Background: an optimization exercise with open tools, aiming at small area, a short achievable clock period and few clock cycles per item. Do not read the settings as production practice.
Where RTL was checked, it was by simulation tests only, not by an equivalence proof against the original.
For run 4, only the layout was checked, not whether the RTL still works.
Power figures rest on the tool's default switching activity, not on a simulated workload.

===== flow/design.v =====
module FSM(
    input  wire CLK,
    input  wire NRST,
    input  wire START,
    output reg  FIRST,    
    output reg  DONE,     
    output wire IDLE
);
assign IDLE = ~FIRST & ~DONE;
always @(posedge CLK or negedge NRST) begin
    if (!NRST) begin
        FIRST <= 1'b0;
        DONE  <= 1'b0;
    end else begin
        FIRST <= IDLE & START;
        DONE  <= DONE | FIRST;
    end
end
endmodule
module Multiplier(
    input  wire [7:0]  A,
    input  wire [7:0]  B,
    output wire [15:0] P
);
assign P = $signed(A) * $signed(B);
endmodule
module Accumulator(
    input  wire         CLK,
    input  wire         CLR,     
    input  wire         HOLD,    
    input  wire [7:0]   A,
    input  wire [7:0]   B,
    output wire [16:0]  OUT
);
wire [7:0] Ag = A & {8{~HOLD}};
reg st_0_0;
wire st_0_1 = 1'b0;
reg st_1_0;
wire st_1_1 = 1'b0;
reg st_2_0;
wire st_2_1 = 1'b0;
reg st_3_0;
wire st_3_1 = 1'b0;
reg st_4_0;
wire st_4_1 = 1'b0;
reg st_5_0;
reg st_5_1;
reg st_6_0;
wire st_6_1 = 1'b0;
reg st_7_0;
reg st_7_1;
reg st_8_0;
reg st_8_1;
reg st_9_0;
reg st_9_1;
reg st_10_0;
reg st_10_1;
reg st_11_0;
reg st_11_1;
reg st_12_0;
reg st_12_1;
reg st_13_0;
reg st_13_1;
reg st_14_0;
reg st_14_1;
reg st_15_0;
wire st_15_1 = 1'b0;
reg st_16_0;
wire st_16_1 = 1'b0;
wire pp_0_0 = (Ag[0] & B[0]);
wire pp_0_1 = (Ag[0] & B[1]);
wire pp_0_2 = (Ag[0] & B[2]);
wire pp_0_3 = (Ag[0] & B[3]);
wire pp_0_4 = (Ag[0] & B[4]);
wire pp_0_5 = (Ag[0] & B[5]);
wire pp_0_6 = (Ag[0] & B[6]);
wire pp_0_7 = ~(Ag[0] & B[7]);
wire pp_1_0 = (Ag[1] & B[0]);
wire pp_1_1 = (Ag[1] & B[1]);
wire pp_1_2 = (Ag[1] & B[2]);
wire pp_1_3 = (Ag[1] & B[3]);
wire pp_1_4 = (Ag[1] & B[4]);
wire pp_1_5 = (Ag[1] & B[5]);
wire pp_1_6 = (Ag[1] & B[6]);
wire pp_1_7 = ~(Ag[1] & B[7]);
wire pp_2_0 = (Ag[2] & B[0]);
wire pp_2_1 = (Ag[2] & B[1]);
wire pp_2_2 = (Ag[2] & B[2]);
wire pp_2_3 = (Ag[2] & B[3]);
wire pp_2_4 = (Ag[2] & B[4]);
wire pp_2_5 = (Ag[2] & B[5]);
wire pp_2_6 = (Ag[2] & B[6]);
wire pp_2_7 = ~(Ag[2] & B[7]);
wire pp_3_0 = (Ag[3] & B[0]);
wire pp_3_1 = (Ag[3] & B[1]);
wire pp_3_2 = (Ag[3] & B[2]);
wire pp_3_3 = (Ag[3] & B[3]);
wire pp_3_4 = (Ag[3] & B[4]);
wire pp_3_5 = (Ag[3] & B[5]);
wire pp_3_6 = (Ag[3] & B[6]);
wire pp_3_7 = ~(Ag[3] & B[7]);
wire pp_4_0 = (Ag[4] & B[0]);
wire pp_4_1 = (Ag[4] & B[1]);
wire pp_4_2 = (Ag[4] & B[2]);
wire pp_4_3 = (Ag[4] & B[3]);
wire pp_4_4 = (Ag[4] & B[4]);
wire pp_4_5 = (Ag[4] & B[5]);
wire pp_4_6 = (Ag[4] & B[6]);
wire pp_4_7 = ~(Ag[4] & B[7]);
wire pp_5_0 = (Ag[5] & B[0]);
wire pp_5_1 = (Ag[5] & B[1]);
wire pp_5_2 = (Ag[5] & B[2]);
wire pp_5_3 = (Ag[5] & B[3]);
wire pp_5_4 = (Ag[5] & B[4]);
wire pp_5_5 = (Ag[5] & B[5]);
wire pp_5_6 = (Ag[5] & B[6]);
wire pp_5_7 = ~(Ag[5] & B[7]);
wire pp_6_0 = (Ag[6] & B[0]);
wire pp_6_1 = (Ag[6] & B[1]);
wire pp_6_2 = (Ag[6] & B[2]);
wire pp_6_3 = (Ag[6] & B[3]);
wire pp_6_4 = (Ag[6] & B[4]);
wire pp_6_5 = (Ag[6] & B[5]);
wire pp_6_6 = (Ag[6] & B[6]);
wire pp_6_7 = ~(Ag[6] & B[7]);
wire pp_7_0 = ~(Ag[7] & B[0]);
wire pp_7_1 = ~(Ag[7] & B[1]);
wire pp_7_2 = ~(Ag[7] & B[2]);
wire pp_7_3 = ~(Ag[7] & B[3]);
wire pp_7_4 = ~(Ag[7] & B[4]);
wire pp_7_5 = ~(Ag[7] & B[5]);
wire pp_7_6 = ~(Ag[7] & B[6]);
wire pp_7_7 = (Ag[7] & B[7]);
wire sg_0_0 = st_0_0 & ~CLR;
wire sg_0_1 = st_0_1 & ~CLR;
wire sg_1_0 = st_1_0 & ~CLR;
wire sg_1_1 = st_1_1 & ~CLR;
wire sg_2_0 = st_2_0 & ~CLR;
wire sg_2_1 = st_2_1 & ~CLR;
wire sg_3_0 = st_3_0 & ~CLR;
wire sg_3_1 = st_3_1 & ~CLR;
wire sg_4_0 = st_4_0 & ~CLR;
wire sg_4_1 = st_4_1 & ~CLR;
wire sg_5_0 = st_5_0 & ~CLR;
wire sg_5_1 = st_5_1 & ~CLR;
wire sg_6_0 = st_6_0 & ~CLR;
wire sg_6_1 = st_6_1 & ~CLR;
wire sg_7_0 = st_7_0 & ~CLR;
wire sg_7_1 = st_7_1 & ~CLR;
wire sg_8_0 = st_8_0 & ~CLR;
wire sg_8_1 = st_8_1 & ~CLR;
wire sg_9_0 = st_9_0 & ~CLR;
wire sg_9_1 = st_9_1 & ~CLR;
wire sg_10_0 = st_10_0 & ~CLR;
wire sg_10_1 = st_10_1 & ~CLR;
wire sg_11_0 = st_11_0 & ~CLR;
wire sg_11_1 = st_11_1 & ~CLR;
wire sg_12_0 = st_12_0 & ~CLR;
wire sg_12_1 = st_12_1 & ~CLR;
wire sg_13_0 = st_13_0 & ~CLR;
wire sg_13_1 = st_13_1 & ~CLR;
wire sg_14_0 = st_14_0 & ~CLR;
wire sg_14_1 = st_14_1 & ~CLR;
wire sg_15_0 = st_15_0 & ~CLR;
wire sg_15_1 = st_15_1 & ~CLR;
wire sg_16_0 = st_16_0 & ~CLR;
wire sg_16_1 = st_16_1 & ~CLR;
wire s959 = sg_0_0 ^ sg_0_1 ^ pp_0_0;
wire c960 = (sg_0_0 & sg_0_1) | (sg_0_0 & pp_0_0) | (sg_0_1 & pp_0_0);
wire s961 = sg_1_0 ^ sg_1_1 ^ pp_0_1;
wire c962 = (sg_1_0 & sg_1_1) | (sg_1_0 & pp_0_1) | (sg_1_1 & pp_0_1);
wire s963 = pp_1_0 ^ c960 ^ s961;
wire c964 = (pp_1_0 & c960) | (pp_1_0 & s961) | (c960 & s961);
wire s965 = sg_2_0 ^ sg_2_1 ^ pp_0_2;
wire c966 = (sg_2_0 & sg_2_1) | (sg_2_0 & pp_0_2) | (sg_2_1 & pp_0_2);
wire s967 = pp_1_1 ^ pp_2_0 ^ c962;
wire c968 = (pp_1_1 & pp_2_0) | (pp_1_1 & c962) | (pp_2_0 & c962);
wire s969 = s965 ^ c964 ^ s967;
wire c970 = (s965 & c964) | (s965 & s967) | (c964 & s967);
wire s971 = sg_3_0 ^ sg_3_1 ^ pp_0_3;
wire c972 = (sg_3_0 & sg_3_1) | (sg_3_0 & pp_0_3) | (sg_3_1 & pp_0_3);
wire s973 = pp_1_2 ^ pp_2_1 ^ pp_3_0;
wire c974 = (pp_1_2 & pp_2_1) | (pp_1_2 & pp_3_0) | (pp_2_1 & pp_3_0);
wire s975 = c966 ^ s971 ^ s973;
wire c976 = (c966 & s971) | (c966 & s973) | (s971 & s973);
wire s977 = c968 ^ s975 ^ c970;
wire c978 = (c968 & s975) | (c968 & c970) | (s975 & c970);
wire s979 = sg_4_0 ^ sg_4_1 ^ pp_0_4;
wire c980 = (sg_4_0 & sg_4_1) | (sg_4_0 & pp_0_4) | (sg_4_1 & pp_0_4);
wire s981 = pp_1_3 ^ pp_2_2 ^ pp_3_1;
wire c982 = (pp_1_3 & pp_2_2) | (pp_1_3 & pp_3_1) | (pp_2_2 & pp_3_1);
wire s983 = pp_4_0 ^ c972 ^ c974;
wire c984 = (pp_4_0 & c972) | (pp_4_0 & c974) | (c972 & c974);
wire s985 = s979 ^ s981 ^ c976;
wire c986 = (s979 & s981) | (s979 & c976) | (s981 & c976);
wire s987 = s983 ^ s985 ^ c978;
wire c988 = (s983 & s985) | (s983 & c978) | (s985 & c978);
wire s989 = sg_5_0 ^ sg_5_1 ^ pp_0_5;
wire c990 = (sg_5_0 & sg_5_1) | (sg_5_0 & pp_0_5) | (sg_5_1 & pp_0_5);
wire s991 = pp_1_4 ^ pp_2_3 ^ pp_3_2;
wire c992 = (pp_1_4 & pp_2_3) | (pp_1_4 & pp_3_2) | (pp_2_3 & pp_3_2);
wire s993 = pp_4_1 ^ pp_5_0 ^ c980;
wire c994 = (pp_4_1 & pp_5_0) | (pp_4_1 & c980) | (pp_5_0 & c980);
wire s995 = c982 ^ s989 ^ s991;
wire c996 = (c982 & s989) | (c982 & s991) | (s989 & s991);
wire s997 = c984 ^ s993 ^ s995;
wire c998 = (c984 & s993) | (c984 & s995) | (s993 & s995);
wire s999 = c986 ^ s997;
wire c1000 = c986 & s997;
wire s1001 = sg_6_0 ^ sg_6_1 ^ pp_0_6;
wire c1002 = (sg_6_0 & sg_6_1) | (sg_6_0 & pp_0_6) | (sg_6_1 & pp_0_6);
wire s1003 = pp_1_5 ^ pp_2_4 ^ pp_3_3;
wire c1004 = (pp_1_5 & pp_2_4) | (pp_1_5 & pp_3_3) | (pp_2_4 & pp_3_3);
wire s1005 = pp_4_2 ^ pp_5_1 ^ pp_6_0;
wire c1006 = (pp_4_2 & pp_5_1) | (pp_4_2 & pp_6_0) | (pp_5_1 & pp_6_0);
wire s1007 = c990 ^ c992 ^ s1001;
wire c1008 = (c990 & c992) | (c990 & s1001) | (c992 & s1001);
wire s1009 = s1003 ^ s1005 ^ c994;
wire c1010 = (s1003 & s1005) | (s1003 & c994) | (s1005 & c994);
wire s1011 = c996 ^ s1007 ^ s1009;
wire c1012 = (c996 & s1007) | (c996 & s1009) | (s1007 & s1009);
wire s1013 = c998 ^ c1000 ^ s1011;
wire c1014 = (c998 & c1000) | (c998 & s1011) | (c1000 & s1011);
wire s1015 = sg_7_0 ^ sg_7_1 ^ pp_0_7;
wire c1016 = (sg_7_0 & sg_7_1) | (sg_7_0 & pp_0_7) | (sg_7_1 & pp_0_7);
wire s1017 = pp_1_6 ^ pp_2_5 ^ pp_3_4;
wire c1018 = (pp_1_6 & pp_2_5) | (pp_1_6 & pp_3_4) | (pp_2_5 & pp_3_4);
wire s1019 = pp_4_3 ^ pp_5_2 ^ pp_6_1;
wire c1020 = (pp_4_3 & pp_5_2) | (pp_4_3 & pp_6_1) | (pp_5_2 & pp_6_1);
wire s1021 = pp_7_0 ^ c1002 ^ c1004;
wire c1022 = (pp_7_0 & c1002) | (pp_7_0 & c1004) | (c1002 & c1004);
wire s1023 = c1006 ^ s1015 ^ s1017;
wire c1024 = (c1006 & s1015) | (c1006 & s1017) | (s1015 & s1017);
wire s1025 = s1019 ^ c1008 ^ s1021;
wire c1026 = (s1019 & c1008) | (s1019 & s1021) | (c1008 & s1021);
wire s1027 = s1023 ^ c1010 ^ s1025;
wire c1028 = (s1023 & c1010) | (s1023 & s1025) | (c1010 & s1025);
wire s1029 = c1012 ^ s1027;
wire c1030 = c1012 & s1027;
wire s1031 = 1'b1 ^ sg_8_0 ^ sg_8_1;
wire c1032 = (1'b1 & sg_8_0) | (1'b1 & sg_8_1) | (sg_8_0 & sg_8_1);
wire s1033 = pp_1_7 ^ pp_2_6 ^ pp_3_5;
wire c1034 = (pp_1_7 & pp_2_6) | (pp_1_7 & pp_3_5) | (pp_2_6 & pp_3_5);
wire s1035 = pp_4_4 ^ pp_5_3 ^ pp_6_2;
wire c1036 = (pp_4_4 & pp_5_3) | (pp_4_4 & pp_6_2) | (pp_5_3 & pp_6_2);
wire s1037 = pp_7_1 ^ s1031 ^ c1016;
wire c1038 = (pp_7_1 & s1031) | (pp_7_1 & c1016) | (s1031 & c1016);
wire s1039 = c1018 ^ c1020 ^ s1033;
wire c1040 = (c1018 & c1020) | (c1018 & s1033) | (c1020 & s1033);
wire s1041 = s1035 ^ c1022 ^ c1024;
wire c1042 = (s1035 & c1022) | (s1035 & c1024) | (c1022 & c1024);
wire s1043 = s1037 ^ s1039 ^ c1026;
wire c1044 = (s1037 & s1039) | (s1037 & c1026) | (s1039 & c1026);
wire s1045 = s1041 ^ c1028 ^ s1043;
wire c1046 = (s1041 & c1028) | (s1041 & s1043) | (c1028 & s1043);
wire s1047 = sg_9_0 ^ sg_9_1 ^ c1032;
wire c1048 = (sg_9_0 & sg_9_1) | (sg_9_0 & c1032) | (sg_9_1 & c1032);
wire s1049 = pp_2_7 ^ pp_3_6 ^ pp_4_5;
wire c1050 = (pp_2_7 & pp_3_6) | (pp_2_7 & pp_4_5) | (pp_3_6 & pp_4_5);
wire s1051 = pp_5_4 ^ pp_6_3 ^ pp_7_2;
wire c1052 = (pp_5_4 & pp_6_3) | (pp_5_4 & pp_7_2) | (pp_6_3 & pp_7_2);
wire s1053 = c1034 ^ c1036 ^ s1047;
wire c1054 = (c1034 & c1036) | (c1034 & s1047) | (c1036 & s1047);
wire s1055 = s1049 ^ s1051 ^ c1038;
wire c1056 = (s1049 & s1051) | (s1049 & c1038) | (s1051 & c1038);
wire s1057 = c1040 ^ s1053 ^ c1042;
wire c1058 = (c1040 & s1053) | (c1040 & c1042) | (s1053 & c1042);
wire s1059 = s1055 ^ c1044 ^ s1057;
wire c1060 = (s1055 & c1044) | (s1055 & s1057) | (c1044 & s1057);
wire s1061 = sg_10_0 ^ sg_10_1 ^ pp_3_7;
wire c1062 = (sg_10_0 & sg_10_1) | (sg_10_0 & pp_3_7) | (sg_10_1 & pp_3_7);
wire s1063 = pp_4_6 ^ pp_5_5 ^ pp_6_4;
wire c1064 = (pp_4_6 & pp_5_5) | (pp_4_6 & pp_6_4) | (pp_5_5 & pp_6_4);
wire s1065 = pp_7_3 ^ c1048 ^ c1050;
wire c1066 = (pp_7_3 & c1048) | (pp_7_3 & c1050) | (c1048 & c1050);
wire s1067 = c1052 ^ s1061 ^ s1063;
wire c1068 = (c1052 & s1061) | (c1052 & s1063) | (s1061 & s1063);
wire s1069 = c1054 ^ s1065 ^ s1067;
wire c1070 = (c1054 & s1065) | (c1054 & s1067) | (s1065 & s1067);
wire s1071 = c1056 ^ s1069 ^ c1058;
wire c1072 = (c1056 & s1069) | (c1056 & c1058) | (s1069 & c1058);
wire s1073 = sg_11_0 ^ sg_11_1 ^ pp_4_7;
wire c1074 = (sg_11_0 & sg_11_1) | (sg_11_0 & pp_4_7) | (sg_11_1 & pp_4_7);
wire s1075 = pp_5_6 ^ pp_6_5 ^ pp_7_4;
wire c1076 = (pp_5_6 & pp_6_5) | (pp_5_6 & pp_7_4) | (pp_6_5 & pp_7_4);
wire s1077 = c1062 ^ c1064 ^ s1073;
wire c1078 = (c1062 & c1064) | (c1062 & s1073) | (c1064 & s1073);
wire s1079 = s1075 ^ c1066 ^ c1068;
wire c1080 = (s1075 & c1066) | (s1075 & c1068) | (c1066 & c1068);
wire s1081 = s1077 ^ c1070 ^ s1079;
wire c1082 = (s1077 & c1070) | (s1077 & s1079) | (c1070 & s1079);
wire s1083 = sg_12_0 ^ sg_12_1 ^ pp_5_7;
wire c1084 = (sg_12_0 & sg_12_1) | (sg_12_0 & pp_5_7) | (sg_12_1 & pp_5_7);
wire s1085 = pp_6_6 ^ pp_7_5 ^ c1074;
wire c1086 = (pp_6_6 & pp_7_5) | (pp_6_6 & c1074) | (pp_7_5 & c1074);
wire s1087 = c1076 ^ s1083 ^ c1078;
wire c1088 = (c1076 & s1083) | (c1076 & c1078) | (s1083 & c1078);
wire s1089 = s1085 ^ c1080 ^ s1087;
wire c1090 = (s1085 & c1080) | (s1085 & s1087) | (c1080 & s1087);
wire s1091 = sg_13_0 ^ sg_13_1 ^ pp_6_7;
wire c1092 = (sg_13_0 & sg_13_1) | (sg_13_0 & pp_6_7) | (sg_13_1 & pp_6_7);
wire s1093 = pp_7_6 ^ c1084 ^ s1091;
wire c1094 = (pp_7_6 & c1084) | (pp_7_6 & s1091) | (c1084 & s1091);
wire s1095 = c1086 ^ s1093 ^ c1088;
wire c1096 = (c1086 & s1093) | (c1086 & c1088) | (s1093 & c1088);
wire s1097 = sg_14_0 ^ sg_14_1 ^ pp_7_7;
wire c1098 = (sg_14_0 & sg_14_1) | (sg_14_0 & pp_7_7) | (sg_14_1 & pp_7_7);
wire s1099 = c1092 ^ s1097 ^ c1094;
wire c1100 = (c1092 & s1097) | (c1092 & c1094) | (s1097 & c1094);
wire s1101 = 1'b1 ^ sg_15_0 ^ sg_15_1;
wire c1102 = (1'b1 & sg_15_0) | (1'b1 & sg_15_1) | (sg_15_0 & sg_15_1);
wire s1103 = s1101 ^ c1098 ^ c1100;
wire c1104 = (s1101 & c1098) | (s1101 & c1100) | (c1098 & c1100);
wire s1105 = 1'b1 ^ sg_16_0 ^ sg_16_1;
wire c1106 = (1'b1 & sg_16_0) | (1'b1 & sg_16_1) | (sg_16_0 & sg_16_1);
wire s1107 = c1102 ^ s1105 ^ c1104;
wire c1108 = (c1102 & s1105) | (c1102 & c1104) | (s1105 & c1104);
always @(posedge CLK) begin
    st_0_0 <= s959;
    st_1_0 <= s963;
    st_2_0 <= s969;
    st_3_0 <= s977;
    st_4_0 <= s987;
    st_5_0 <= s999;
    st_5_1 <= c988;
    st_6_0 <= s1013;
    st_7_0 <= c1014;
    st_7_1 <= s1029;
    st_8_0 <= c1030;
    st_8_1 <= s1045;
    st_9_0 <= c1046;
    st_9_1 <= s1059;
    st_10_0 <= c1060;
    st_10_1 <= s1071;
    st_11_0 <= s1081;
    st_11_1 <= c1072;
    st_12_0 <= c1082;
    st_12_1 <= s1089;
    st_13_0 <= c1090;
    st_13_1 <= s1095;
    st_14_0 <= s1099;
    st_14_1 <= c1096;
    st_15_0 <= s1103;
    st_16_0 <= s1107;
end
wire [16:0] r0 = {st_16_0, st_15_0, st_14_0, st_13_0, st_12_0, st_11_0, st_10_0, st_9_0, st_8_0, st_7_0, st_6_0, st_5_0, st_4_0, st_3_0, st_2_0, st_1_0, st_0_0};
wire [16:0] r1 = {1'b0, 1'b0, st_14_1, st_13_1, st_12_1, st_11_1, st_10_1, st_9_1, st_8_1, st_7_1, 1'b0, st_5_1, 1'b0, 1'b0, 1'b0, 1'b0, 1'b0};
assign OUT = r0 + r1;
endmodule
module MatrixMultiplier(
input   wire            CLK,
input   wire            NRST,  
input   wire            START,
input   wire    [7:0]   A,
input   wire    [7:0]   B,
output  wire    [16:0]  OUT,
output  wire            OUT_STROBE
);
wire first, done, idle;
FSM U1(.CLK(CLK), .NRST(NRST), .START(START), .FIRST(first), .DONE(done), .IDLE(idle));
Accumulator U3(.CLK(CLK), .CLR(idle), .HOLD(done), .A(A), .B(B), .OUT(OUT));
assign OUT_STROBE = done;
endmodule

===== flow/flow/run.sh =====
#!/bin/bash
# Standard ORFS layout with two changes:
#  - after the standard synthesis, flow/fapol.py picks each full adder's polarity (a full
#    adder is self-dual) and swaps single-output gates for their complements, so that few
#    inverters remain between adders; registers are untouched;
#  - the port buffers are buf_1 (sized up by repair as needed) instead of the delay-cell
#    buffer that buffer_ports picks by default.
set -euo pipefail
R=orfs/results/sky130hd/MatrixMultiplier/base
bash standard.sh synth > standard_synth.log 2>&1
cp $R/1_2_yosys.v yosys_netlist_orig.v
python3 flow/fapol.py yosys_netlist_orig.v $R/1_2_yosys.v > fapol.log 2>&1
rm -f $R/1_synth.odb $R/1_synth.sdc
bash standard.sh synth > standard_synth2.log 2>&1
bash standard.sh "BUFFER_PORTS_ARGS=-buffer_cell sky130_fd_sc_hd__buf_1" finish > standard_finish.log 2>&1

===== flow/flow/fapol.py =====
#!/usr/bin/env python3
"""Choose the polarity of each full adder in a Yosys netlist so that fewer inverters are needed.

A full adder is self-dual: inverting its three inputs inverts both outputs.  Yosys's
extract_fa picks each adder's polarity from whatever form ABC left the logic in, and puts
an inverter wherever two adders disagree.  This pass flips adders (swapping the nets on
their pins for the opposite-polarity nets) to minimise the inverters, then removes the
inverters left without loads.  Registers, ports and all other cells are untouched.

usage: fapol.py IN.v OUT.v
"""
import re, sys
from collections import defaultdict

src = open(sys.argv[1]).read()
OUTPINS = {'X', 'Y', 'Q', 'Q_N', 'SUM', 'COUT', 'HI', 'LO'}
cell_re = re.compile(r'^(\s*)(sky130_fd_sc_hd__\w+)\s+(\S+)\s*\((.*?)\);\n', re.S | re.M)
pin_re = re.compile(r'\.(\w+)\(\s*(.*?)\s*\)(?=\s*,|\s*$)', re.S)

cells = []   # [type, name, {pin: net}, order]
spans = []
for m in cell_re.finditer(src):
    pins = {}
    order = []
    for pm in pin_re.finditer(m.group(4)):
        pins[pm.group(1)] = pm.group(2).strip()
        order.append(pm.group(1))
    cells.append([m.group(2), m.group(3), pins, order])
    spans.append((m.start(), m.end()))
head = src[:spans[0][0]]
tail = src[spans[-1][1]:]
# port nets
ports = set()
for m in re.finditer(r'^\s*(input|output)\s+(\[(\d+):(\d+)\]\s+)?(\S+);', head, re.M):
    nm = m.group(5)
    if m.group(2):
        hi, lo = int(m.group(3)), int(m.group(4))
        for i in range(min(hi, lo), max(hi, lo) + 1):
            ports.add(f'{nm}[{i}]')
    ports.add(nm)

def is_inv(t): return re.match(r'sky130_fd_sc_hd__(clk)?inv_\d+$', t) is not None
COMP = {}
for a, b in [('nand2', 'and2'), ('nor2', 'or2'), ('nand3', 'and3'), ('nor3', 'or3'),
             ('nand4', 'and4'), ('nor4', 'or4'), ('xor2', 'xnor2'), ('a21oi', 'a21o'),
             ('o21ai', 'o21a'), ('a22oi', 'a22o'), ('o22ai', 'o22a'), ('a211oi', 'a211o'),
             ('o211ai', 'o211a'), ('a31oi', 'a31o'), ('o31ai', 'o31a'), ('a32oi', 'a32o'),
             ('nor2b', 'or2b'), ('nand2b', 'and2b'), ('xor3', 'xnor3')]:
    COMP[a] = b
    COMP[b] = a
def outpin(base):
    if base in ('xor2', 'xor3'):
        return 'X'
    if base in ('xnor2', 'xnor3'):
        return 'X' if base == 'xnor3' else 'Y'
    return 'Y' if (base.endswith('i') or base.startswith('n')) else 'X'
def swappable(t):
    m = re.match(r'sky130_fd_sc_hd__(\w+?)_(\d+)$', t)
    return m is not None and m.group(1) in COMP
def is_fa(t): return re.match(r'sky130_fd_sc_hd__fa_\d+$', t) is not None

driver = {}
for ci, (t, n, pins, _) in enumerate(cells):
    for p, net in pins.items():
        if p in OUTPINS:
            driver[net] = (ci, p)

def root(net):
    par = 0
    chain = [(net, 0)]
    while net in driver and is_inv(cells[driver[net][0]][0]):
        net = cells[driver[net][0]][2]['A']
        par ^= 1
        chain.append((net, par))
    return net, par

# consumers: (ci, pin) of non-inverter cells
roots = {}
cons = defaultdict(list)   # root -> [(ci, pin, parity)]
chainnets = defaultdict(dict)  # root -> {net: parity}
for ci, (t, n, pins, _) in enumerate(cells):
    for p, net in pins.items():
        if p in OUTPINS:
            continue
        r, par = root(net)
        if is_inv(t):
            continue
        cons[r].append((ci, p, par))
for net in list(driver.keys()) + list(ports):
    r, par = root(net)
    chainnets[r][net] = par
for r in list(cons.keys()):
    chainnets[r][r] = 0

# frozen roots: chain touches a port, or root not driven by a cell
frozen = set()
for r, nets in chainnets.items():
    if r not in driver or any(x in ports for x in nets):
        frozen.add(r)

fas = [ci for ci, c in enumerate(cells) if is_fa(c[0])]
flip = {ci: 0 for ci in fas}
for r in frozen:
    if r in driver and driver[r][0] in flip:
        del flip[driver[r][0]]   # its output polarity is pinned

def produced(r):
    if r in driver and driver[r][0] in flip:
        return flip[driver[r][0]]
    return 0

def root_cost(r):
    needs = set()
    for ci, p, par in cons[r]:
        q = par ^ (flip.get(ci, 0))
        # stored parity par is relative to the original netlist, where r carries r^0
        needs.add(q)
    if r in frozen:
        have = set(chainnets[r].values())
        return len(needs - have) + sum(1 for x, v in chainnets[r].items() if v == 1 and x != r)
    if r in driver and swappable(cells[driver[r][0]][0]) and r not in ports:
        return 1 if len(needs) > 1 else 0
    P = produced(r)
    return 1 if (needs - {P}) else 0

rootset = set(cons.keys()) | set(chainnets.keys())
def total():
    return sum(root_cost(r) for r in rootset)

# roots each FA touches
touch = defaultdict(set)
for r in rootset:
    for ci, p, par in cons[r]:
        if ci in flip:
            touch[ci].add(r)
    if r in driver and driver[r][0] in flip:
        touch[driver[r][0]].add(r)

before = total()
# start from a 2-colouring of the adder-to-adder connections: flip[X] ^ flip[Y] should equal
# the parity of the inverter chain between them (then that link needs no inverter)
adj = defaultdict(list)
for r in rootset:
    if r in driver and driver[r][0] in flip:
        x = driver[r][0]
        for ci, p, par in cons[r]:
            if ci in flip:
                adj[x].append((ci, par))
                adj[ci].append((x, par))
seen = {}
comps = []
for s0 in flip:
    if s0 in seen:
        continue
    seen[s0] = 0
    comp = [s0]
    stack = [s0]
    while stack:
        x = stack.pop()
        for y, par in adj[x]:
            if y not in seen:
                seen[y] = seen[x] ^ par
                comp.append(y)
                stack.append(y)
    comps.append(comp)
for comp in comps:
    best = None
    for g in (0, 1):
        for x in comp:
            flip[x] = seen[x] ^ g
        c = total()
        if best is None or c < best[0]:
            best = (c, g)
    for x in comp:
        flip[x] = seen[x] ^ best[1]
improved = True
while improved:
    improved = False
    for ci in flip:
        rs = touch[ci]
        c0 = sum(root_cost(r) for r in rs)
        flip[ci] ^= 1
        c1 = sum(root_cost(r) for r in rs)
        if c1 < c0:
            improved = True
        else:
            flip[ci] ^= 1
after = total()

# rewrite
newcells = []
swapped = [0]
ninv = [0]
invnet = {}
def get_inv(net):
    if net not in invnet:
        ninv[0] += 1
        nn = f'_fapol_n{ninv[0]}_'
        newcells.append(['sky130_fd_sc_hd__inv_1', f'_fapol_i{ninv[0]}_', {'A': net, 'Y': nn}, ['A', 'Y']])
        invnet[net] = nn
    return invnet[net]

for r in rootset:
    if r in frozen:
        have = {}
        for x, v in chainnets[r].items():
            have.setdefault(v, x)
        for ci, p, par in cons[r]:
            q = par ^ flip.get(ci, 0)
            if q in have:
                cells[ci][2][p] = have[q]
            else:
                cells[ci][2][p] = get_inv(have[1 - q])
        continue
    P = produced(r)
    needs = set(par ^ flip.get(ci, 0) for ci, p, par in cons[r])
    if r in driver and swappable(cells[driver[r][0]][0]) and needs == {1}:
        dc = cells[driver[r][0]]
        m = re.match(r'sky130_fd_sc_hd__(\w+?)_(\d+)$', dc[0])
        base = m.group(1); nb = COMP[base]
        op, np_ = outpin(base), outpin(nb)
        assert dc[2][op] == r
        dc[0] = f'sky130_fd_sc_hd__{nb}_1'
        del dc[2][op]; dc[2][np_] = r
        dc[3] = [np_ if x == op else x for x in dc[3]]
        swapped[0] += 1
        P = 1
    for ci, p, par in cons[r]:
        q = par ^ flip.get(ci, 0)
        cells[ci][2][p] = r if q == P else get_inv(r)

# drop inverters without loads (repeat for chains)
used = defaultdict(int)
allcells = cells + newcells
dead = set()
while True:
    used = defaultdict(int)
    for k, c in enumerate(allcells):
        if k in dead:
            continue
        for p, net in c[2].items():
            if p not in OUTPINS:
                used[net] += 1
    more = False
    for k, c in enumerate(allcells):
        if k in dead or not is_inv(c[0]):
            continue
        y = c[2]['Y']
        if used[y] == 0 and y not in ports:
            dead.add(k); more = True
    if not more:
        break

kept_inv = sum(1 for k, c in enumerate(allcells) if k not in dead and is_inv(c[0]))
orig_inv = sum(1 for c in cells if is_inv(c[0]))
out = [head]
decl = ''.join(f'  wire {nn};\n' for nn in invnet.values())
out[0] = head.rstrip('\n') + '\n' + decl if decl else head
for k, (t, n, pins, order) in enumerate(allcells):
    if k in dead:
        continue
    body = ',\n'.join(f'    .{p}({pins[p]})' for p in order)
    # keep a space after escaped identifiers
    body = re.sub(r'(\\\S+)\)', r'\1 )', body)
    out.append(f'  {t} {n} (\n{body}\n  );\n')
out.append(tail)
open(sys.argv[2], 'w').write(''.join(out))
print(f'fapol: {len(fas)} full adders, {sum(flip.values())} flipped, {swapped[0]} gates swapped; inverters {orig_inv} -> {kept_inv} (cost {before} -> {after})', file=sys.stderr)

===== flow/standard.sh =====
#!/bin/bash
# synth_recipe.tcl (not shown) runs the flow's synth.tcl, then flattens the netlist and writes it again
# the make line also repeats each setting of config.mk as NAME=value (left out here)
make -C /OpenROAD-flow-scripts/flow DESIGN_CONFIG=/design/flow/config.mk WORK_HOME=/design/flow/orfs CLKGATE_MAP_FILE= SYNTH_SCRIPT=/design/flow/synth_recipe.tcl "${@:-finish}"

===== flow/config.mk =====
export PLATFORM = sky130hd
export DESIGN_NAME = MatrixMultiplier
export DESIGN_NICKNAME = MatrixMultiplier
export VERILOG_FILES = /design/flow/design.v
export SDC_FILE = /design/flow/constraint.sdc
export NUM_CORES = 4
export LEC_CHECK = 0
export CAP_MARGIN = 20
export CORE_MARGIN = 2
export CORE_UTILIZATION = 60
export SETUP_SLACK_MARGIN = 2.3
export SLEW_MARGIN = 20

===== flow/constraint.sdc =====
create_clock -name core_clock -period 5.5 [get_ports {CLK}]
set_input_delay 1.1000 -clock core_clock [delete_from_list [all_inputs] [get_ports {CLK}]]
set_output_delay 1.1000 -clock core_clock [all_outputs]
set_load 0.01 [all_outputs]

==> results of run 1 <==
placed cells by master (no fill, tap or decap), drive strengths merged:
cell / count
xnor2: 8
a311o: 1
o22ai: 1
o221ai: 1
o21ai: 2
fa: 63
clkinvlp: 4
nor2b: 8
o21bai: 1
dfrtp: 2
nor3: 1
dfxtp: 26
nor3b: 1
a21oi: 3
a31oi: 3
buf: 56
a22oi: 1
nand2: 20
nand4: 1
nand2b: 1
bufinv: 1
and3: 1
xor2: 3
a21boi: 1
ha: 19
o41ai: 1
nand3: 6
o211ai: 1
clkbuf: 3
and2: 74
inv: 5
a221oi: 1
nor2: 7
stage by stage:
stage                     cell area [um^2]  power, W
after detailed placement              3320   0.00172
after floorplan                       3160   0.00140
final                                 3780   0.00199
after CTS                             3640   0.00195
after global placement                3320   0.00168
after global routing                  3780   0.00224
routing by layer:
| metal | vias up | part of all wire, % | GRT usage [%] | wire length (um) |
|---|---|---|---|---|
| met5 | - | 0.18 | 0 | 12 |
| met4 | 2 | 1.9 | 6.82 | 130 |
| met3 | 15 | 3.5 | 3.44 | 235 |
| met2 | 46 | 51 | 44.1 | 3400 |
| met1 | 1093 | 44 | 36.2 | 2920 |
| li1 | 980 | - | - | - |
layout make-up:
class / instances / area share, %
clock inverter: 1 / 0.795
sequential: 28 / 15.2
clock buffer: 3 / 1.09
timing repair inverter: 3 / 0.596
inverter: 6 / 0.696
timing repair buffer: 56 / 8.71
multi-input combinational: 230 / 70.5
tap: 70 / 2.32
repair_timing:
item	in CTS	in global routing
buffers inserted	15	5
pin swaps	14	18
gates resized for setup	37	29
endpoints found under the setup margin	22	21
cloned	2	1
hold endpoints to repair	0	0
hold buffers	0	0
worst register-to-register path, delay by kind of cell (launching register included):
family / cells / cell delay, ns
fa+ha+maj: 4 / 2.01
buf+inv: 3 / 0.41
flops: 1 / 0.50
simple gates: 2 / 0.34
report_power, final:
| part | internal [W] | switching, W | total (W) | leakage, nW |
|---|---|---|---|---|
| clock | 0.0000978 | 0.0000780 | 0.000176 | 0.0357 |
| combinational | 0.000682 | 0.000747 | 0.00143 | 1.29 |
| sequential | 0.000320 | 0.0000612 | 0.000381 | 0.242 |
worst max-delay path by stage:
stage	from	endpoint	slack, ns	depth (start not counted)
6_report	A[3]	U3.st_9_1$_DFF_P_	1.97	8
2_1_floorplan	A[3]	U3.st_8_1$_DFF_P_	1.86	7
3_3_place_gp	A[1]	U3.st_9_1$_DFF_P_	1.62	8
3_5_place_dp	A[0]	U3.st_9_1$_DFF_P_	1.57	8
4_1_cts	A[2]	U3.st_9_1$_DFF_P_	2.00	8
5_1_grt	A[3]	U3.st_9_1$_DFF_P_	1.94	8
==> impl_metrics.yaml, run 1 <==
worst_setup_path:
  critPathSlowestCell: "fa_2"
  cp-start-kind: "input pin"
  crit_chain: "buf_1, nor2b_4, and2_4, fa_1, fa_2, fa_2, fa_2, fa_1"
  r2r_start: "U1.DONE$_DFF_PN0_"
  worstPathMaxFanout: 6
  worstReg2RegEnd: "U3.st_10_1$_DFF_P_"
  critPathBufInv: 1
  max_stage_delay_ns: 0.53
  crit_top_cell: "fa_2"
  r2r_slack_ns: 2.14
  worstPathArrival_ns: 3.72
  worst_path_dominant_cell_family: "adder cells"
  worstPathRequired_ns: 5.69
  ff2ff_path_depth: 9
  cp-end-kind: "register"
  critPathKind: "in2reg"
die:
  pin_count: 37
  die_h_um: 75.7
  die-area_um2: 5730
  core_area_um2: 5040
  dieWidth_um: 75.7
  start_util_pct: 61.2
  row_count: 26
clock_network:
  cts_buffer_depth: 2
  clockRootBuffer: "clkbuf_8"
  clk_pin_slew_ns: 0.12
  clk_latency_ns: 0.30
  cts_num_sinks: 28
  cts_made_buffers: 3
  cts_tree: "done"
  cts_max_level: 1
timing:
  finClkSkew_ns: 0.0128
  tightest_slew_ns: 0.350
  fin_ws_ns: 1.97
  period_share_pct: 64.1
  slew_violations: 0
  setup_violations: 0
  hold_slack_ns: 0.576
  fmax_ghz: 0.283
  tns_ns: 0
  finalHoldViolCount: 0
  rsz0062_at_grt: "true"
  min_period_ns: 3.53
  relSlewSlack_pct: 76.7
final_layout:
  syn2layout_area_growth_pct: 22.3
  multiInputGateArea_um2: 2660
  final_util_pct: 74.9
  n_antenna_cell: 0
  instances_no_fill: 397
  drive_above_1_share_pct: 31.8
  nNetsFinal: 429
  fillers: 375
  area.sequential_um2: 576
power_and_ir_drop:
  peakVddDrop_mv: 0.442
  p_leak_nw: 1.57
  power_density_nw_per_um2: 526
detailed_routing:
  vias: 2136
  routedWlPerCell_um: 16.9
  drt_pass1_iterations: 4
  vias_per_cell: 5.38
  drt_wl_total_um: 6700
  drtAntennaViolNets: 0
  drc: 0
  dr.first_iter.drc_count: 49
synthesis:
  postSynthCellCount: 273
  yosysWarnings: 2
  avgSynthCellArea_um2: 11.3
  syn_area_um2: 3090
  synth_nets: 374
placed_design:
  post-place-ws_ns: 1.57
  place_inst: 370
  gp_congestion: 0.855
  dp_hpwl_um: 4980
  numPortBuffers: 36
grt:
  antenna_found_initial: 1
  grt_remaining_overflow: 0
  grt_max_degree: 17
  grt_pass1_wl_um: 10600
  grt_usage_pct: 26.2
  grt_pass1_vias: 2198
status:
  status: "finished clean"
run:
  cap_viol_max_count: 0
min_path:
  hold_class: "in2async"
Testbench counts, summed over its fixed seeds: cycles 4,800, items 2,400.
==> run 2, diff against run 1 <==
--- a/flow/config.mk
+++ b/flow/config.mk
@@ -8,5 +8,5 @@
 export CAP_MARGIN = 20
 export CORE_MARGIN = 2
 export CORE_UTILIZATION = 60
-export SETUP_SLACK_MARGIN = 2.3
+export SETUP_SLACK_MARGIN = 2.0
 export SLEW_MARGIN = 20
==> run 2 against run 1 <==
Against the previous run:
- clock power about the same
- setup slack gained 0.057 ns
- clock skew fell by 0.0046 ns
- sequential cell count is the same
- synthesized area unchanged
- die area stayed put
- register-to-register slack is essentially flat
- cell area down 6.5%
==> impl_metrics.yaml, run 2 <==
clock_network:
  cts_num_sinks: 28
  postCtsHoldBufs: 0
  cts_max_level: 1
  clockRootBuffer: "clkbuf_8"
  clk_pin_slew_ns: 0.11
  cts_made_buffers: 3
  cts_buffer_depth: 2
  clk_latency_ns: 0.29
  cts_tree: "done"
grt:
  grt_max_degree: 17
  grt_pass1_vias: 2230
  antenna_found_initial: 0
  grt_remaining_overflow: 0
  grt_usage_pct: 26.6
  grt_pass1_wl_um: 10800
detailed_routing:
  drc: 0
  drt_pass1_iterations: 4
  vias: 2055
  drtAntennaViolNets: 0
  dr.first_iter.drc_count: 75
  routedWlPerCell_um: 16.8
  drt_wl_total_um: 6500
  vias_per_cell: 5.32
worst_setup_path:
  crit_top_cell: "fa_1"
  cp-end-kind: "register"
  critPathKind: "in2reg"
  cp-start-kind: "input pin"
  worstPathArrival_ns: 3.64
  max_stage_delay_ns: 0.54
  crit_chain: "buf_1, nor2b_4, and2_1, fa_1, fa_1, fa_1, ha_2, fa_1"
  ff2ff_path_depth: 10
  critPathSlowestCell: "fa_1"
  worstPathMaxFanout: 8
  worstPathRequired_ns: 5.67
final_layout:
  mostFrequentLayoutCell: "and2_1"
  nNetsFinal: 418
  n_antenna_cell: 0
  drive_above_1_share_pct: 17.4
  instances_no_fill: 386
  fillers: 407
  syn2layout_area_growth_pct: 14.3
  multiInputGateArea_um2: 2530
  area.sequential_um2: 574
  layout_common_cells: "and2_1, fa_1, buf_1"
timing:
  finalHoldViolCount: 0
  finClkSkew_ns: 0.00820
  rsz0062_at_grt: "true"
  fmax_ghz: 0.288
  tns_ns: 0
  relSlewSlack_pct: 75.8
  slew_violations: 0
  period_share_pct: 63.1
  min_period_ns: 3.47
  setup_violations: 0
  tightest_slew_ns: 0.361
die:
  die_h_um: 75.7
  row_count: 26
  dieWidth_um: 75.7
  core_area_um2: 5040
  die-area_um2: 5730
  start_util_pct: 61.2
  pin_count: 37
placed_design:
  gp_congestion: 0.812
  place_inst: 370
  numPortBuffers: 36
  dp_hpwl_um: 5080
power_and_ir_drop:
  power_frac_comb_pct: 70.7
  power_frac_seq_pct: 20.1
  intPower_w: 0.00103
  power_density_nw_per_um2: 539
  p_leak_nw: 1.51
  switchingPower_w: 0.000869
  p_sw_share_pct: 45.7
  peakVddDrop_mv: 0.430
  power.share.clock_pct: 9.2
synthesis:
  avgSynthCellArea_um2: 11.3
  yosysWarnings: 2
  syn_area_um2: 3090
  postSynthCellCount: 273
  synth_nets: 374
min_path:
  hold_class: "in2async"
run:
  cap_viol_max_count: 0
status:
  status: "finished clean"
run 2: what timing repair did:
item	in CTS	in global routing
buffers inserted	6	4
pin swaps	2	3
gates cloned	2	0
gates resized for setup	12	10
setup endpoints to repair	17	9
run 2: metal layers:
layer  GRT usage [%]  part of all wire [%]
met1            33.3                    41
met2            48.3                    55
met3            2.65                   2.0
met4            8.77                   2.0
met5               0                     0
run 2: power by group through the flow:
| stage | Clock, W | Sequential, W | Combinational [W] |
|---|---|---|---|
| after floorplan | 0 | 0.000363 | 0.00103 |
| after global placement | 0 | 0.000385 | 0.00130 |
| after detailed placement | 0 | 0.000388 | 0.00134 |
| after CTS | 0.000175 | 0.000386 | 0.00137 |
| after global routing | 0.000181 | 0.000394 | 0.00157 |
| final | 0.000174 | 0.000382 | 0.00135 |
run 2: through the flow:
stage / power, W / hold slack [ns] / utilization, % / instance area [um^2] / setup slack [ns]
global placement: 0.00169 / 0.547 / 65.5 / 3300 / 1.65
floorplan: 0.00139 / 0.532 / - / 3140 / 1.86
detailed placement: 0.00173 / 0.555 / 65.5 / 3300 / 1.60
finish: 0.00190 / 0.587 / 70.0 / 3530 / 2.03
global route: 0.00214 / 0.587 / 70.0 / 3530 / 1.97
CTS: 0.00193 / 0.580 / 69.0 / 3480 / 1.99
run 2: path summary, 6_finish.rpt:
check / start / to / slack, ns
setup / recovery: A[0] / U3.st_6_0$_DFF_P_ / 2.03
min in group core_clock: U3.st_0_0$_DFF_P_ / U3.st_0_0$_DFF_P_ / 0.63
max in group asynchronous: NRST / U1.DONE$_DFF_PN0_ / 4.75
hold reg to reg: U3.st_0_0$_DFF_P_ / U3.st_0_0$_DFF_P_ / 0.63
hold / removal: NRST / U1.FIRST$_DFF_PN0_ / 0.59
setup reg to reg: U1.DONE$_DFF_PN0_ / U3.st_6_0$_DFF_P_ / 2.15
run 2: final cells by class:
class                      instances  area share, %
multi-input combinational        230           71.6
sequential                        28           16.3
timing repair buffer              46           6.49
timing repair inverter             2          0.425
inverter                           6          0.744
clock inverter                     1          0.851
tap                               70           2.48
clock buffer                       3           1.17
run 2: worst max-delay path: cells and delay by family:
family | cells | cell delay [ns]
adder cells (fa/ha/maj) | 5 | 2.05
buffers and inverters | 1 | 0.07
AND/OR/NAND/NOR | 2 | 0.40
==> run 3, diff against run 2 <==
--- a/flow/config.mk
+++ b/flow/config.mk
@@ -8,5 +8,7 @@
 export CAP_MARGIN = 20
 export CORE_MARGIN = 2
 export CORE_UTILIZATION = 60
+export CTS_CLUSTER_DIAMETER = 200
+export CTS_CLUSTER_SIZE = 32
 export SETUP_SLACK_MARGIN = 2.0
 export SLEW_MARGIN = 20
==> run 3 against run 2 <==
Against the previous run:
- still clean
- first-iteration DRC count decreased by 17%
- die area unchanged
- combinational power about the same
- clock power down 2%
- cell count down 1.8%
- non-clock buffer count is 7 lower
- setup slack worse by 0.015 ns
- fmax decreased by 0.44%
- register-to-register slack got worse by 0.04 ns
- worst hold slack lost 0.012 ns
- core utilization down 1.5 points
- largest cell class unchanged
- highest routed layer unchanged
==> impl_metrics.yaml, run 3 <==
grt:
  antenna_found_initial: 0
  grt_max_degree: 17
  grt_pass1_wl_um: 10700
  grt_pass1_vias: 2232
  grt_remaining_overflow: 0
  grt_usage_pct: 26.0
final_layout:
  mostFrequentLayoutCell: "and2_1"
  n_antenna_cell: 0
  syn2layout_area_growth_pct: 12.0
  nNetsFinal: 411
  layout_common_cells: "and2_1, fa_1, buf_1"
  final_util_pct: 68.5
  drive_above_1_share_pct: 14.9
die:
  dieWidth_um: 75.7
  pin_count: 37
  row_count: 26
  core_area_um2: 5040
  die_h_um: 75.7
  die-area_um2: 5730
  start_util_pct: 61.2
detailed_routing:
  vias: 2012
  vias_per_cell: 5.31
  routedWlPerCell_um: 16.7
  drt_pass1_iterations: 4
  drtAntennaViolNets: 0
  dr.first_iter.drc_count: 62
  drt_wl_total_um: 6330
  drc: 0
timing:
  fmax_ghz: 0.287
  min_period_ns: 3.49
  tightest_slew_ns: 0.369
  setup_violations: 0
  finClkSkew_ns: 0.00551
  tns_ns: 0
  relSlewSlack_pct: 75.1
  slew_violations: 0
  finalHoldViolCount: 0
  rsz0062_at_grt: "true"
  period_share_pct: 63.4
power_and_ir_drop:
  peakVddDrop_mv: 0.427
  p_leak_nw: 1.47
  power_density_nw_per_um2: 546
clock_network:
  cts_tree: "done"
  cts_made_buffers: 3
  clockRootBuffer: "clkbuf_8"
  cts_max_level: 1
  clk_pin_slew_ns: 0.11
  cts_num_sinks: 28
  cts_buffer_depth: 2
  clk_latency_ns: 0.28
  postCtsHoldBufs: 0
synthesis:
  postSynthCellCount: 273
  avgSynthCellArea_um2: 11.3
  syn_area_um2: 3090
  synth_nets: 374
  yosysWarnings: 2
min_path:
  hold_class: "in2async"
worst_setup_path:
  cp-end-kind: "register"
  cp-start-kind: "input pin"
  worstPathRequired_ns: 5.66
  worstPathArrival_ns: 3.65
  critPathKind: "in2reg"
  worstPathMaxFanout: 8
placed_design:
  numPortBuffers: 36
  gp_congestion: 0.823
  dp_hpwl_um: 5040
run:
  cap_viol_max_count: 0
status:
  status: "finished clean"
==> run 3: cell count changes in the layout (fill, tap and decap cells not counted) <==
cell / before / now
clkbuf_2: 4 / 2
buf_2: 1 / 2
clkinvlp_2: 0 / 1
buf_1: 31 / 32
and2_1: 67 / 68
dfrtp_4: 1 / 0
and2_4: 7 / 6
clkinvlp_4: 3 / 2
buf_4: 9 / 3
dfrtp_2: 0 / 1
buf_12: 1 / 0
==> run 3: metal layers <==
metal	wire, um	vias up	GRT usage (%)
li1	-	948	-
met1	2690	1016	32.3
met2	3350	38	47.1
met3	162	10	3.84
met4	125	0	7.21
met5	0	-	0
==> run 3: critical path, cell delays in order <==
cell and delay [ns]:
buf_1 0.30, and2_1 0.22, fa_1 0.42, fa_1 0.53
fa_1 0.42, ha_2 0.20, fa_1 0.46
==> run 3: path summary, 6_finish.rpt <==
| kind | from | endpoint | slack, ns | cells after the start |
|---|---|---|---|---|
| max in group asynchronous | NRST | U1.DONE$_DFF_PN0_ | 4.79 | 1 |
| min in group core_clock | U3.st_0_0$_DFF_P_ | U3.st_0_0$_DFF_P_ | 0.62 | 2 |
| hold reg to reg | U3.st_0_0$_DFF_P_ | U3.st_0_0$_DFF_P_ | 0.62 | 2 |
| setup / recovery | B[2] | U3.st_6_0$_DFF_P_ | 2.01 | 7 |
| hold / removal | NRST | U1.FIRST$_DFF_PN0_ | 0.57 | 1 |
| setup reg to reg | U1.DONE$_DFF_PN0_ | U3.st_8_1$_DFF_P_ | 2.11 | 8 |
==> run 3: report_power, final <==
| part | switching, W | internal (W) |
|---|---|---|
| sequential | 0.0000580 | 0.000319 |
| combinational | 0.000730 | 0.000609 |
| clock | 0.0000722 | 0.0000977 |
| total | 0.000860 | 0.00103 |
==> run 3: layout make-up <==
type	count	area, um^2
repair buffers	39	163
flip-flops and latches	28	572
clock buffers	3	41.3
clock inverters	1	30.0
inverters	6	26.3
multi-input cells	230	2520
fillers	409	1590
repair inverters	2	12.5
well taps	70	87.6
==> run 3: stage by stage <==
stage	cell area, um^2	hold slack (ns)	power, W	setup WS [ns]	instances
3_3_place_gp	3300	0.548	0.00169	1.66	370
6_report	3460	0.575	0.00189	2.01	379
3_5_place_dp	3300	0.563	0.00173	1.55	370
5_1_grt	3460	0.577	0.00213	1.95	379
4_1_cts	3440	0.575	0.00192	2.01	378
2_1_floorplan	3140	0.532	0.00139	1.86	273
==> run 3: repair_timing <==
action,4_1_cts,5_1_grt
buffers inserted,3,0
gates cloned,1,1
setup endpoints to repair,16,7
gates resized for setup,12,6
pin swaps,0,3
==> run 4, diff against run 3 <==
--- a/flow/design.v
+++ b/flow/design.v
@@ -2,18 +2,18 @@
     input  wire CLK,
     input  wire NRST,
     input  wire START,
-    output reg  FIRST,    
+    output reg  RUN,      
     output reg  DONE,     
     output wire IDLE
 );
-assign IDLE = ~FIRST & ~DONE;
+assign IDLE = ~RUN;
 always @(posedge CLK or negedge NRST) begin
     if (!NRST) begin
-        FIRST <= 1'b0;
-        DONE  <= 1'b0;
+        RUN  <= 1'b0;
+        DONE <= 1'b0;
     end else begin
-        FIRST <= IDLE & START;
-        DONE  <= DONE | FIRST;
+        RUN  <= RUN | START;
+        DONE <= RUN;
     end
 end
 endmodule
@@ -356,8 +356,8 @@
 output  wire    [16:0]  OUT,
 output  wire            OUT_STROBE
 );
-wire first, done, idle;
-FSM U1(.CLK(CLK), .NRST(NRST), .START(START), .FIRST(first), .DONE(done), .IDLE(idle));
+wire run, done, idle;
+FSM U1(.CLK(CLK), .NRST(NRST), .START(START), .RUN(run), .DONE(done), .IDLE(idle));
 Accumulator U3(.CLK(CLK), .CLR(idle), .HOLD(done), .A(A), .B(B), .OUT(OUT));
 assign OUT_STROBE = done;
 endmodule
--- a/flow/config.mk
+++ b/flow/config.mk
@@ -8,7 +8,5 @@
 export CAP_MARGIN = 20
 export CORE_MARGIN = 2
 export CORE_UTILIZATION = 60
-export CTS_CLUSTER_DIAMETER = 200
-export CTS_CLUSTER_SIZE = 32
 export SETUP_SLACK_MARGIN = 2.0
 export SLEW_MARGIN = 20
==> run 4 against run 3 <==
Against the previous run:
- cell count fell by 1.6%
- core utilization shrank 0.50 points
- clock skew rose by 0.0045 ns
- sequential power decreased by 5%
- synthesized cell count down 0.73%
- power shrank 12%
- worst hold slack got worse by 0.0060 ns
- setup slack got worse by 0.0096 ns
- critical endpoint is now U3.st_8_1$_DFF_P_
- largest power group unchanged
==> impl_metrics.yaml, run 4 <==
die:
  dieWidth_um: 75.6
  start_util_pct: 61.4
  die_h_um: 75.6
  pin_count: 37
  row_count: 26
  core_area_um2: 5010
  die-area_um2: 5710
final_layout:
  area.sequential_um2: 571
  fillers: 431
  layout_common_cells: "and2_1, fa_1, buf_1"
  nNetsFinal: 405
  drive_above_1_share_pct: 11.9
  n_antenna_cell: 0
  mostFrequentLayoutCell: "and2_1"
  multiInputGateArea_um2: 2530
  syn2layout_area_growth_pct: 10.9
detailed_routing:
  vias: 1966
  drt_pass1_iterations: 4
  drtAntennaViolNets: 0
  drc: 0
  routedWlPerCell_um: 15.8
  vias_per_cell: 5.27
  drt_wl_total_um: 5890
  dr.first_iter.drc_count: 96
worst_setup_path:
  cp-end-kind: "register"
  ff2ff_path_depth: 6
  cp-start-kind: "input pin"
  worstReg2RegEnd: "U3.st_9_1$_DFF_P_"
  r2r_slack_ns: 2.13
  worstPathRequired_ns: 5.67
  worstPathMaxFanout: 8
  r2r_start: "U1.RUN$_DFF_PN0_"
  worstPathArrival_ns: 3.66
  critPathKind: "in2reg"
timing:
  min_period_ns: 3.50
  period_share_pct: 63.5
  finClkSkew_ns: 0.0100
  finalHoldViolCount: 0
  tightest_slew_ns: 0.763
  rsz0062_at_grt: "true"
  setup_violations: 0
  fmax_ghz: 0.286
  slew_violations: 0
  tns_ns: 0
  relSlewSlack_pct: 49.1
  fin_ws_ns: 2.00
placed_design:
  dp_hpwl_um: 4740
  gp_congestion: 0.814
  numPortBuffers: 36
  post-place-ws_ns: 1.63
clock_network:
  cts_max_level: 1
  clk_pin_slew_ns: 0.11
  cts_setup_buffers: 0
  clk_latency_ns: 0.29
  postCtsHoldBufs: 0
  clockRootBuffer: "clkbuf_8"
  cts_tree: "done"
  cts_num_sinks: 28
  cts_made_buffers: 3
  cts_buffer_depth: 2
grt:
  grt_pass1_vias: 2085
  grt_usage_pct: 24.4
  antenna_found_initial: 0
  grt_max_degree: 29
  grt_pass1_wl_um: 10100
  grt_remaining_overflow: 0
run:
  cap_viol_max_count: 0
synthesis:
  postSynthCellCount: 271
  syn_area_um2: 3070
  yosysWarnings: 2
  synth_nets: 372
  avgSynthCellArea_um2: 11.3
power_and_ir_drop:
  power_density_nw_per_um2: 484
  peakVddDrop_mv: 0.366
  p_leak_nw: 1.42
min_path:
  hold_class: "in2async"
status:
  status: "finished clean"
-- run 4: worst max-delay path by stage --
stage	startpoint	slack [ns]	to
after floorplan	A[2]	1.81	U3.st_8_1$_DFF_P_
final	A[2]	2.00	U3.st_8_1$_DFF_P_
after detailed placement	B[4]	1.63	U3.st_8_1$_DFF_P_
after CTS	A[1]	2.00	U3.st_8_1$_DFF_P_
after global routing	A[0]	1.94	U3.st_6_0$_DFF_P_
after global placement	A[4]	1.64	U3.st_6_0$_DFF_P_
-- run 4: what timing repair did --
item,4_1_cts,5_1_grt
gates resized for setup,5,4
pin swaps,2,0
endpoints found under the setup margin,7,8
-- run 4: metal layers --
| layer | up-vias | global-route usage, % | wire [um] |
|---|---|---|---|
| li1 | 932 | - | - |
| met1 | 1006 | 33.4 | 2690 |
| met5 | - | 0 | 0 |
| met3 | 4 | 3.44 | 106 |
| met2 | 24 | 42.0 | 3050 |
| met4 | 0 | 4.87 | 44 |
-- run 4: layout make-up --
class                           count  area share [%]
Multi-Input combinational cell    231            74.1
Sequential cell                    28            16.7
Timing Repair Buffer               36            4.04
Tap cell                           70            2.57
Clock buffer                        3            1.21
Clock inverter                      1           0.881
Inverter                            4           0.441
-- run 4: stage by stage --
step / power [W] / cells / cell area [um^2] / util (%) / hold slack (ns)
5_1_grt: 0.00189 / 373 / 3410 / 68.0 / 0.559
6_report: 0.00165 / 373 / 3410 / 68.0 / 0.569
3_5_place_dp: 0.00150 / 369 / 3300 / 66.0 / 0.591
2_1_floorplan: 0.00124 / 271 / 3130 / - / 0.458
3_3_place_gp: 0.00147 / 369 / 3300 / 66.0 / 0.570
4_1_cts: 0.00168 / 373 / 3390 / 67.7 / 0.561
-- run 4: where the power goes --
part           total [W]  switching (W)  internal [W]  leakage, nW
logic            0.00112       0.000607      0.000515         1.15
registers       0.000360      0.0000516      0.000308        0.235
clock network   0.000169      0.0000714     0.0000977       0.0357
-- run 4: worst max-delay path, cell delays in order --
cell and delay [ns]:
buf_1 0.07, nor2b_4 0.14, and2_4 0.18, fa_2 0.39, fa_1 0.51, fa_2 0.45
fa_2 0.40, fa_1 0.42

==> re-timing with driven ports <==
No port has a modelled driver above. Below, the same layouts with a new extraction and two added sets of constraints. Step 1 (the two cells are an assumption about what drives the block):
set clk [get_ports {CLK}]
set_driving_cell -lib_cell sky130_fd_sc_hd__clkbuf_16 $clk
set_driving_cell -lib_cell sky130_fd_sc_hd__buf_2 [delete_from_list [all_inputs] $clk]
Step 2, shift: input delay + t, output delay - t, t = (earliest + latest rising clock arrival at the registers) / 2. This alone moves slack from input paths to output paths. Three values: ideal ports, drivers, drivers and shift; two values: the first two.
run	shift t [ns]	setup WS [ns]	worst hold slack (ns)
run 1	0.319	1.972 / 1.974 / 1.655	0.576 / 0.571 / 0.613
run 2	0.319	2.030 / 2.033 / 1.715	0.587 / 0.577 / 0.632
run 3	0.310	2.014 / 2.021 / 1.711	0.575 / 0.572 / 0.623
run 4	0.313	2.005 / 2.015 / 1.702	0.569 / 0.562 / 0.612
After both steps setup and hold are still met in every run listed. For run 1, which loses most, drivers alone change the setup slack by +0.002 ns; drivers and shift together by -0.317 ns.
